Context: an optimization exercise on an open-source flow, tuned for small area, a short achievable clock period and few clock cycles per item. The choices shown serve that exercise and are no tape-out recipe.
At most, simulation tests tie the RTL to the original design; equivalence was not proved.
No functional check of the RTL was part of run 2.

==> flow/design.v, too long to show whole: its modules and the start of the top module <==
// module Convolution_without_pipeline: 1423 lines
// module fa3: 4 lines
// module xnor2m: 3 lines
// module maj3m: 3 lines
// module xor2m: 3 lines
// module or2m: 3 lines
// module nor2m: 3 lines
// module nand2m: 3 lines
// module invm: 3 lines
// module a21oim: 3 lines
// module o21aim: 3 lines
module Convolution_without_pipeline(
    clk, rst_n, in_valid,
    In_IFM_1, In_IFM_2, In_IFM_3, In_IFM_4, In_IFM_5, In_IFM_6, In_IFM_7, In_IFM_8, In_IFM_9,
    In_Weight_1, In_Weight_2, In_Weight_3, In_Weight_4, In_Weight_5, In_Weight_6, In_Weight_7, In_Weight_8, In_Weight_9,
    out_valid, Out_OFM
    );
  // ...
==> flow/flow/run.sh <==
#!/bin/bash
# Own flow: the standard flow (standard.sh) with its synthesis unchanged.
# The layout steps only differ in two ways:
#  * the delay cells (clkdlybuf4s*, dlygate*, dlymetal*) are not used, so the
#    port buffers and the resizer use ordinary buffers instead;
#  * buffer_ports uses buf_2 for the port buffers.
set -euo pipefail
bash standard.sh synth > synth.log 2>&1
PLATFORM_DONT_USE="sky130_fd_sc_hd__probe_p_8 sky130_fd_sc_hd__probec_p_8 sky130_fd_sc_hd__lpflow_bleeder_1 sky130_fd_sc_hd__lpflow_clkbufkapwr_1 sky130_fd_sc_hd__lpflow_clkbufkapwr_16 sky130_fd_sc_hd__lpflow_clkbufkapwr_2 sky130_fd_sc_hd__lpflow_clkbufkapwr_4 sky130_fd_sc_hd__lpflow_clkbufkapwr_8 sky130_fd_sc_hd__lpflow_clkinvkapwr_1 sky130_fd_sc_hd__lpflow_clkinvkapwr_16 sky130_fd_sc_hd__lpflow_clkinvkapwr_2 sky130_fd_sc_hd__lpflow_clkinvkapwr_4 sky130_fd_sc_hd__lpflow_clkinvkapwr_8 sky130_fd_sc_hd__lpflow_decapkapwr_12 sky130_fd_sc_hd__lpflow_decapkapwr_3 sky130_fd_sc_hd__lpflow_decapkapwr_4 sky130_fd_sc_hd__lpflow_decapkapwr_6 sky130_fd_sc_hd__lpflow_decapkapwr_8 sky130_fd_sc_hd__lpflow_inputiso0n_1 sky130_fd_sc_hd__lpflow_inputiso0p_1 sky130_fd_sc_hd__lpflow_inputiso1n_1 sky130_fd_sc_hd__lpflow_inputiso1p_1 sky130_fd_sc_hd__lpflow_inputisolatch_1 sky130_fd_sc_hd__lpflow_isobufsrc_1 sky130_fd_sc_hd__lpflow_isobufsrc_16 sky130_fd_sc_hd__lpflow_isobufsrc_2 sky130_fd_sc_hd__lpflow_isobufsrc_4 sky130_fd_sc_hd__lpflow_isobufsrc_8 sky130_fd_sc_hd__lpflow_isobufsrckapwr_16 sky130_fd_sc_hd__lpflow_lsbuf_lh_hl_isowell_tap_1 sky130_fd_sc_hd__lpflow_lsbuf_lh_hl_isowell_tap_2 sky130_fd_sc_hd__lpflow_lsbuf_lh_hl_isowell_tap_4 sky130_fd_sc_hd__lpflow_lsbuf_lh_isowell_4 sky130_fd_sc_hd__lpflow_lsbuf_lh_isowell_tap_1 sky130_fd_sc_hd__lpflow_lsbuf_lh_isowell_tap_2 sky130_fd_sc_hd__lpflow_lsbuf_lh_isowell_tap_4"
DELAY_CELLS="sky130_fd_sc_hd__clkdlybuf4s15_1 sky130_fd_sc_hd__clkdlybuf4s15_2 sky130_fd_sc_hd__clkdlybuf4s18_1 sky130_fd_sc_hd__clkdlybuf4s18_2 sky130_fd_sc_hd__clkdlybuf4s25_1 sky130_fd_sc_hd__clkdlybuf4s25_2 sky130_fd_sc_hd__clkdlybuf4s50_1 sky130_fd_sc_hd__clkdlybuf4s50_2 sky130_fd_sc_hd__dlygate4sd1_1 sky130_fd_sc_hd__dlygate4sd2_1 sky130_fd_sc_hd__dlygate4sd3_1 sky130_fd_sc_hd__dlymetal6s2s_1 sky130_fd_sc_hd__dlymetal6s4s_1 sky130_fd_sc_hd__dlymetal6s6s_1"
bash standard.sh "DONT_USE_CELLS=$PLATFORM_DONT_USE $DELAY_CELLS" \
  "BUFFER_PORTS_ARGS=-buffer_cell sky130_fd_sc_hd__buf_2" finish > layout.log 2>&1
==> flow/standard.sh <==
#!/bin/bash
# synth_recipe.tcl (not shown) runs the flow's synth.tcl, then flattens the netlist and writes it again
# the make line also repeats each setting of config.mk as NAME=value (left out here)
make -C /OpenROAD-flow-scripts/flow DESIGN_CONFIG=/design/flow/config.mk WORK_HOME=/design/flow/orfs CLKGATE_MAP_FILE= SYNTH_SCRIPT=/design/flow/synth_recipe.tcl "${@:-finish}"
==> flow/config.mk <==
export PLATFORM = sky130hd
export DESIGN_NAME = Convolution_without_pipeline
export DESIGN_NICKNAME = Convolution_without_pipeline
export VERILOG_FILES = /design/flow/design.v
export SDC_FILE = /design/flow/constraint.sdc
export NUM_CORES = 4
export LEC_CHECK = 0
export CAP_MARGIN = 20
export CORE_MARGIN = 2
export CORE_UTILIZATION = 55
export GPL_ROUTABILITY_DRIVEN = 0
export SETUP_SLACK_MARGIN = 4.4
export SLEW_MARGIN = 20
export SYNTH_HIERARCHICAL = 1
export SYNTH_MINIMUM_KEEP_SIZE = 0
==> flow/constraint.sdc <==
create_clock -name core_clock -period 10.0 [get_ports {clk}]
set_input_delay 2.0000 -clock core_clock [delete_from_list [all_inputs] [get_ports {clk}]]
set_output_delay 2.0000 -clock core_clock [all_outputs]
set_load 0.01 [all_outputs]
==> results.cfg, run 1 <==
[status]
status = complete, no violations

[power]
power_density_nw_per_um2 = 426.9
pwr.group.clock_mw = 0.178
p_comb_frac = 0.905

[sta]
rsz0062_at_grt = no
fin_crit_sh = 0.5509

[detailed_routing]
wl_met3_um = 3720
viasPerCell = 5.660
highest_layer = met4
antenna_left = 0

[placed_design]
place_ws_ps = 4166
dp.cells = 1847

[clocking]
cts-hold-fix-buffers = 0
htreeDepth = 2
cts.reportedPaths.clkPinSlew_ps = 70
cts_root_buf = clkbuf_16

[global_route]
gr-usage-met1 = 0.4348
met3_usage = 0.04177
antenna_found_initial = 0
busiest_layer = met2
first_global_vias = 11620

[finish]
utilization = 0.5559
nMultiInputCombCells = 1205
nFlopsAndLatches = 55
clock_buffers = 6
final_common_cell = nand2_1
bufAreaShareNonClock = 0.05469
antenna_cells = 0

[logic_synthesis]
ys_seq_area_frac = 0.06643
synth_top_area_cell = fa_1
synthMuxAreaShare = 0
synth_xor_area_frac = 0.01315
yosys-top-cells-count = nand2_1 (589), fa_1 (549), buf_6 (144), dfxtp_1 (54), inv_1 (29)

[hold_path]
hold_path.class = in2async

[critical_path]
crit_buf_inv = 1
worstSetupPathDepth = 9
startpoint_type = input port

[floorplanning]
die_h_um = 178.0
die_w_um = 178.0
Testbench counts, summed over its fixed seeds: cycles 3,208, items 3,200.
==> run 2, diff against run 1 <==
--- a/flow/design.v
+++ b/flow/design.v
@@ -1222,28 +1222,27 @@
 nand2m u_na568 (.a(n568_0), .b(n551_0), .y(n569_0));
 fa3 u_fa309 (.a(c246), .b(s306), .c(c247), .s(s310), .co(c310));
 nand2m u_na571 (.a(n552_0), .b(n571_0), .y(n572_0));
 fa3 u_fa249 (.a(c187), .b(s247), .c(s248), .s(s250), .co(c250));
 fa3 u_fa310 (.a(s307), .b(s308), .c(c248), .s(s311), .co(c311));
 fa3 u_fa367 (.a(s364), .b(c309), .c(s365), .s(s368), .co(c368));
 fa3 u_fa417 (.a(c365), .b(s415), .c(c366), .s(s418), .co(c418));
 fa3 u_fa459 (.a(c415), .b(s457), .c(c416), .s(s460), .co(c460));
-fa3 u_fa493 (.a(s491), .b(c458), .c(s492), .s(s494), .co(c494));
 fa3 u_fa535 (.a(c517), .b(s534), .c(c518), .s(s536), .co(c536));
 fa3 u_fa543 (.a(c534), .b(c535), .c(s543), .s(s544), .co(c544));
 fa3 u_fa546 (.a(c542), .b(s546), .c(c543), .s(s547), .co(c547));
 xnor2m u_xn569 (.a(n552_0), .b(n569_0), .y(n570_0));
 invm u_in572 (.a(n572_0), .y(n573_0));
 a21oim u_a2573 (.a(n553_0), .b(n573_0), .c(n551_0), .y(n574_0));
 reg r_s4, r_s93, r_c93, r_s135, r_c135, r_s136, r_c136, r_s187, r_s188, r_c188, r_s249, r_c249;
 reg r_s250, r_c250, r_s309, r_s310, r_c310, r_s311, r_c311, r_s366, r_s367, r_c367, r_s368, r_c368;
-reg r_s416, r_s417, r_c417, r_s418, r_c418, r_s458, r_s459, r_c459, r_s460, r_c460, r_c492, r_s493;
-reg r_c493, r_s494, r_c494, r_s518, r_s519, r_c519, r_s535, r_s536, r_c536, r_s544, r_c544, r_c546;
-reg r_s547, r_c547, r_n550_0, r_n567_0, r_n570_0, r_n574_0;
+reg r_s416, r_s417, r_c417, r_s418, r_c418, r_s458, r_c458, r_s459, r_c459, r_s460, r_c460, r_s491;
+reg r_s492, r_c492, r_s493, r_c493, r_s518, r_s519, r_c519, r_s535, r_s536, r_c536, r_s544, r_c544;
+reg r_c546, r_s547, r_c547, r_n550_0, r_n567_0, r_n570_0, r_n574_0;
 always @(posedge clk) begin
     r_s4 <= s4;
     r_s93 <= s93;
     r_c93 <= c93;
     r_s135 <= s135;
     r_c135 <= c135;
     r_s136 <= s136;
     r_c136 <= c136;
@@ -1265,25 +1264,26 @@
     r_s368 <= s368;
     r_c368 <= c368;
     r_s416 <= s416;
     r_s417 <= s417;
     r_c417 <= c417;
     r_s418 <= s418;
     r_c418 <= c418;
     r_s458 <= s458;
+    r_c458 <= c458;
     r_s459 <= s459;
     r_c459 <= c459;
     r_s460 <= s460;
     r_c460 <= c460;
+    r_s491 <= s491;
+    r_s492 <= s492;
     r_c492 <= c492;
     r_s493 <= s493;
     r_c493 <= c493;
-    r_s494 <= s494;
-    r_c494 <= c494;
     r_s518 <= s518;
     r_s519 <= s519;
     r_c519 <= c519;
     r_s535 <= s535;
     r_s536 <= s536;
     r_c536 <= c536;
     r_s544 <= s544;
     r_c544 <= c544;
@@ -1295,32 +1295,33 @@
     r_n570_0 <= n570_0;
     r_n574_0 <= n574_0;
 end
 invm u_in565 (.a(r_s4), .y(n566_0));
 fa3 u_fa136 (.a(r_s135), .b(r_c93), .c(r_s136), .s(s137), .co(c137));
 fa3 u_fa188 (.a(r_c135), .b(r_s187), .c(r_c136), .s(s189), .co(c189));
 fa3 u_fa418 (.a(r_c367), .b(r_s416), .c(r_s417), .s(s419), .co(c419));
 fa3 u_fa460 (.a(r_s458), .b(r_c417), .c(r_s459), .s(s461), .co(c461));
+fa3 u_fa493 (.a(r_s491), .b(r_c458), .c(r_s492), .s(s494), .co(c494));
 fa3 u_fa519 (.a(r_c492), .b(r_s518), .c(r_c493), .s(s520), .co(c520));
 fa3 u_fa311 (.a(r_s309), .b(r_c249), .c(r_s310), .s(s312), .co(c312));
 fa3 u_fa368 (.a(r_c310), .b(r_s366), .c(r_s367), .s(s369), .co(c369));
 nor2m u_no577 (.a(s137), .b(r_s93), .y(n578_0));
 fa3 u_fa189 (.a(r_s188), .b(s189), .c(c137), .s(s190), .co(c190));
 fa3 u_fa250 (.a(r_c188), .b(r_s249), .c(c189), .s(s251), .co(c251));
 fa3 u_fa494 (.a(r_c459), .b(r_s493), .c(r_c460), .s(s495), .co(c495));
 fa3 u_fa461 (.a(r_c418), .b(r_s460), .c(c419), .s(s462), .co(c462));
 fa3 u_fa536 (.a(r_s535), .b(r_c519), .c(r_s536), .s(s537), .co(c537));
-fa3 u_fa520 (.a(r_s519), .b(r_c494), .c(s520), .s(s521), .co(c521));
+fa3 u_fa520 (.a(r_s519), .b(c494), .c(s520), .s(s521), .co(c521));
 fa3 u_fa312 (.a(r_c250), .b(r_s311), .c(s312), .s(s313), .co(c313));
 fa3 u_fa369 (.a(r_c311), .b(r_s368), .c(c312), .s(s370), .co(c370));
 fa3 u_fa419 (.a(r_c368), .b(r_s418), .c(c369), .s(s420), .co(c420));
 invm u_in581 (.a(s190), .y(n582_0));
 fa3 u_fa251 (.a(r_s250), .b(s251), .c(c190), .s(s252), .co(c252));
-fa3 u_fa495 (.a(r_s494), .b(c461), .c(s495), .s(s496), .co(c496));
+fa3 u_fa495 (.a(s494), .b(c461), .c(s495), .s(s496), .co(c496));
 fa3 u_fa544 (.a(r_c536), .b(r_s544), .c(c537), .s(s545), .co(c545));
 fa3 u_fa537 (.a(c520), .b(s537), .c(c521), .s(s538), .co(c538));
 fa3 u_fa370 (.a(s369), .b(c313), .c(s370), .s(s371), .co(c371));
 fa3 u_fa420 (.a(s419), .b(c370), .c(s420), .s(s421), .co(c421));
 fa3 u_fa462 (.a(s461), .b(c420), .c(s462), .s(s463), .co(c463));
 xor2m u_xo574 (.a(r_s93), .b(r_n574_0), .y(n575_0));
 nor2m u_no575 (.a(r_s93), .b(r_n574_0), .y(n576_0));
 invm u_in578 (.a(r_n574_0), .y(n579_0));
==> results.cfg, run 2 <==
[clocking]
cts.reportedPaths.clkPinSlew_ps = 70
clock-sinks = 56
cts_inserted_buffers = 5
htreeDepth = 2
cts_root_buf = clkbuf_16
tritoncts = built
cts.path.max_buffers = 2

[critical_path]
startpoint_type = flip-flop
arrival_ps = 3500
crit_type = reg2out
crit_fanout = 5
end_kind = output pin
required_ps = 8000

[logic_synthesis]
yosysMostFrequentCell = nand2_1
synth_area_leaders = fa_1 (66%), nand2_1 (13%), buf_6 (9.7%)
ys.flop_type = dfxtp_1
synth-simple-area-share = 0.1392
synth_fa_ha_area_frac = 0.6593
synth_nets = 2151
synth_top_area_cell = fa_1
synthMuxAreaShare = 0
yosysUniqueCellTypes = 14
syn_inst = 1455
synth_xor_area_frac = 0.01313
ys_warn_count = 7
synth_top_area_frac = 0.6593
synth_top_family_by_area = adder cells
synthArstFlopShare = 0.01786
synth-edff-count = 0
syn_area_sq_um = 16670
ys_seq_area_frac = 0.06755
yosys-top-cells-count = nand2_1 (589), fa_1 (549), buf_6 (144), dfxtp_1 (55), inv_1 (29)
synth_compound_area_frac = 0.007355
synth_area_per_cell_sq_um = 11.46
ys_seq_elements = 56

[finish]
layout-drive-gt1-share = 0.1505
finalInstanceArea_sq_um = 16530
synthToLayoutAreaGrowth_pct = -0.8331
fin_cells = 1865
nFillCells = 2622
antenna_cells = 0
nNetsFinal = 2170
final_common_cell = nand2_1
final_cell_mix = nand2_1 (585), fa_1 (541), buf_2 (172)

[sta]
drv_slew = 0
hold_viol = 0
fin_tns_setup_ps = 0
min_period_ps = 5502
rsz0062_at_grt = yes
fin_crit_sh = 0.5502
fmax_mhz = 181.7
setup_viol = 0

[floorplanning]
start_util = 0.5610
die_w_um = 178.1
io_pins = 169
dieArea_sq_um = 31720
num_rows = 63
die_h_um = 178.1
core_sq_um = 29720

[placed_design]
dp_hpwl_um = 42590
dpl_cell_area_sq_um = 16220
io_buffers = 167
dp.cells = 1848

[detailed_routing]
drtIter0Drc = 877
wl_met3_um = 3704
wl_um = 45800
viasPerCell = 5.640
wl_met2_um = 22620
highest_layer = met4
routedLengthMet1_um = 17640
drc = 0
wire_per_inst_um = 24.56
dr.pass1.iters = 6
antenna_left = 0
detailroute.via_count = 10519

[global_route]
overflow = 0
grt_max_degree = 16
grt_pass1_wl_um = 69930
antenna_found_initial = 0
first_global_vias = 11391
grt_use_total = 0.3128

[hold_path]
hold_path.class = in2async

[power]
total_power_mw = 7.048
vdd_drop_max_uv = 389.3
leakage_nw = 5.860
power_density_nw_per_um2 = 426.3

[status]
status = complete, no violations

[flow_run]
drv_cap = 0
[run 2: cell count changes in the layout (fill, tap and decap cells not counted), sizes merged]
cell      previous run  this run
clkinvlp             1         0
buf                175       177
dfxtp               54        55
clkbuf               9         8
clkinv               1         0
[run 2: worst max-delay path, cell delays in order, from the launching register on]
cell and delay (ps):
dfxtp_2 330, fa_2 380, fa_1 490, fa_2 360
fa_2 410, xor2_2 160, nand2_2 100, nor2_4 250
nand2_2 100, o21ai_4 220, nand2_1 90, xor2_1 140
buf_2 150
[run 2: how the worst max path moves through the flow]
stage / to / from / slack (ps)
after floorplan: r_s250$_DFF_P_ / In_Weight_1[3] / 4520
after global placement: r_s418$_DFF_P_ / In_IFM_1[0] / 4190
after detailed placement: r_s418$_DFF_P_ / In_Weight_1[6] / 4180
after CTS: Out_OFM[18] / r_c135$_DFF_P_ / 4440
after global routing: Out_OFM[18] / r_c136$_DFF_P_ / 4370
final: Out_OFM[17] / r_c136$_DFF_P_ / 4500
[run 2: cell type report]
cell class / instances / area (sq um) / area share
inverter: 29 / 108.9 / 0.006584
sequential: 56 / 1127 / 0.06819
multi-input combinational: 1205 / 13770 / 0.8330
clock buffer: 8 / 146.4 / 0.008855
timing repair buffer: 177 / 890.9 / 0.05389
tap: 390 / 488.0 / 0.02952
[run 2: report_power, final]
part	switching [mW]	total (mW)	internal, mW
Clock	0.0818	0.182	0.100
Combinational	3.56	6.37	2.81
Sequential	0.0622	0.499	0.436
[run 2: repair_timing]
item | CTS | global route
pin swaps | 2 | 17
buffers inserted | 5 | 4
gates resized for setup | 16 | 16
hold buffers | 0 | 0
endpoints found under the setup margin | 8 | 9
[run 2: per-module statistics from Yosys, one instance, submodules excluded]
module | cells inside | cell area [sq um]
nor2m | 1 | 3.754
nand2m | 1 | 3.754
xor2m | 1 | 8.758
a21oim | 1 | 8.758
invm | 1 | 3.754
xnor2m | 1 | 8.758
Convolution_without_pipeline | 798 | 5091
o21aim | 1 | 5.005
fa3 | 1 | 20.02
[run 2: layer usage]
metal,track usage,up-vias
met3,0.04817,72
met5,0,-
met2,0.5123,567
met1,0.4345,5660
li1,-,4220
met4,0.1008,0
[run 2: cells by family (layout without fill, tap and decap cells)]
| kind of cell | count (synthesis) | in the layout |
|---|---|---|
| buf+inv | 194 | 214 |
| other cells | 1 | 1 |
| xor+xnor | 25 | 25 |
| fa+ha+maj | 549 | 549 |
| flops | 56 | 56 |
| simple gates | 613 | 613 |
| compound gates | 17 | 17 |
[run 2: through the flow]
| stage | hold WS (ps) | worst slack, ps | utilization |
|---|---|---|---|
| finish | 1446 | 4498 | 0.5563 |
| floorplan | 1704 | 4520 | - |
| global route | 1431 | 4368 | 0.5563 |
| CTS | 1430 | 4439 | 0.5543 |
| detailed placement | 1776 | 4185 | 0.5458 |
| global placement | 1775 | 4192 | 0.5458 |

[separate check: timing with driven ports]
The flow's constraints put no driver on any port. The routed layouts listed below were extracted and timed again, unchanged, in two steps.
Step 1 sets driving cells, clkbuf_16 on the clock port and buf_2 on the other inputs (assumed; they add their load-dependent delay and slew).
Step 2 also shifts input and output timing later by t, the mid clock arrival at the registers, as if the neighbouring blocks saw the same clock.
a / b / c = ideal ports / drivers / drivers and shift; a / b = the first two.
run	t (ns)	setup slack, ns	worst setup path at the end
run 1	0.349	4.491 / 4.474 / 4.163	input to register
run 2	0.351	4.498 / 4.452 / 4.197	input to register
After both steps setup and hold are still met in every run listed. The setup slack of run 1, which loses most, moves by -0.017 ns with the drivers and by -0.328 ns with both steps.
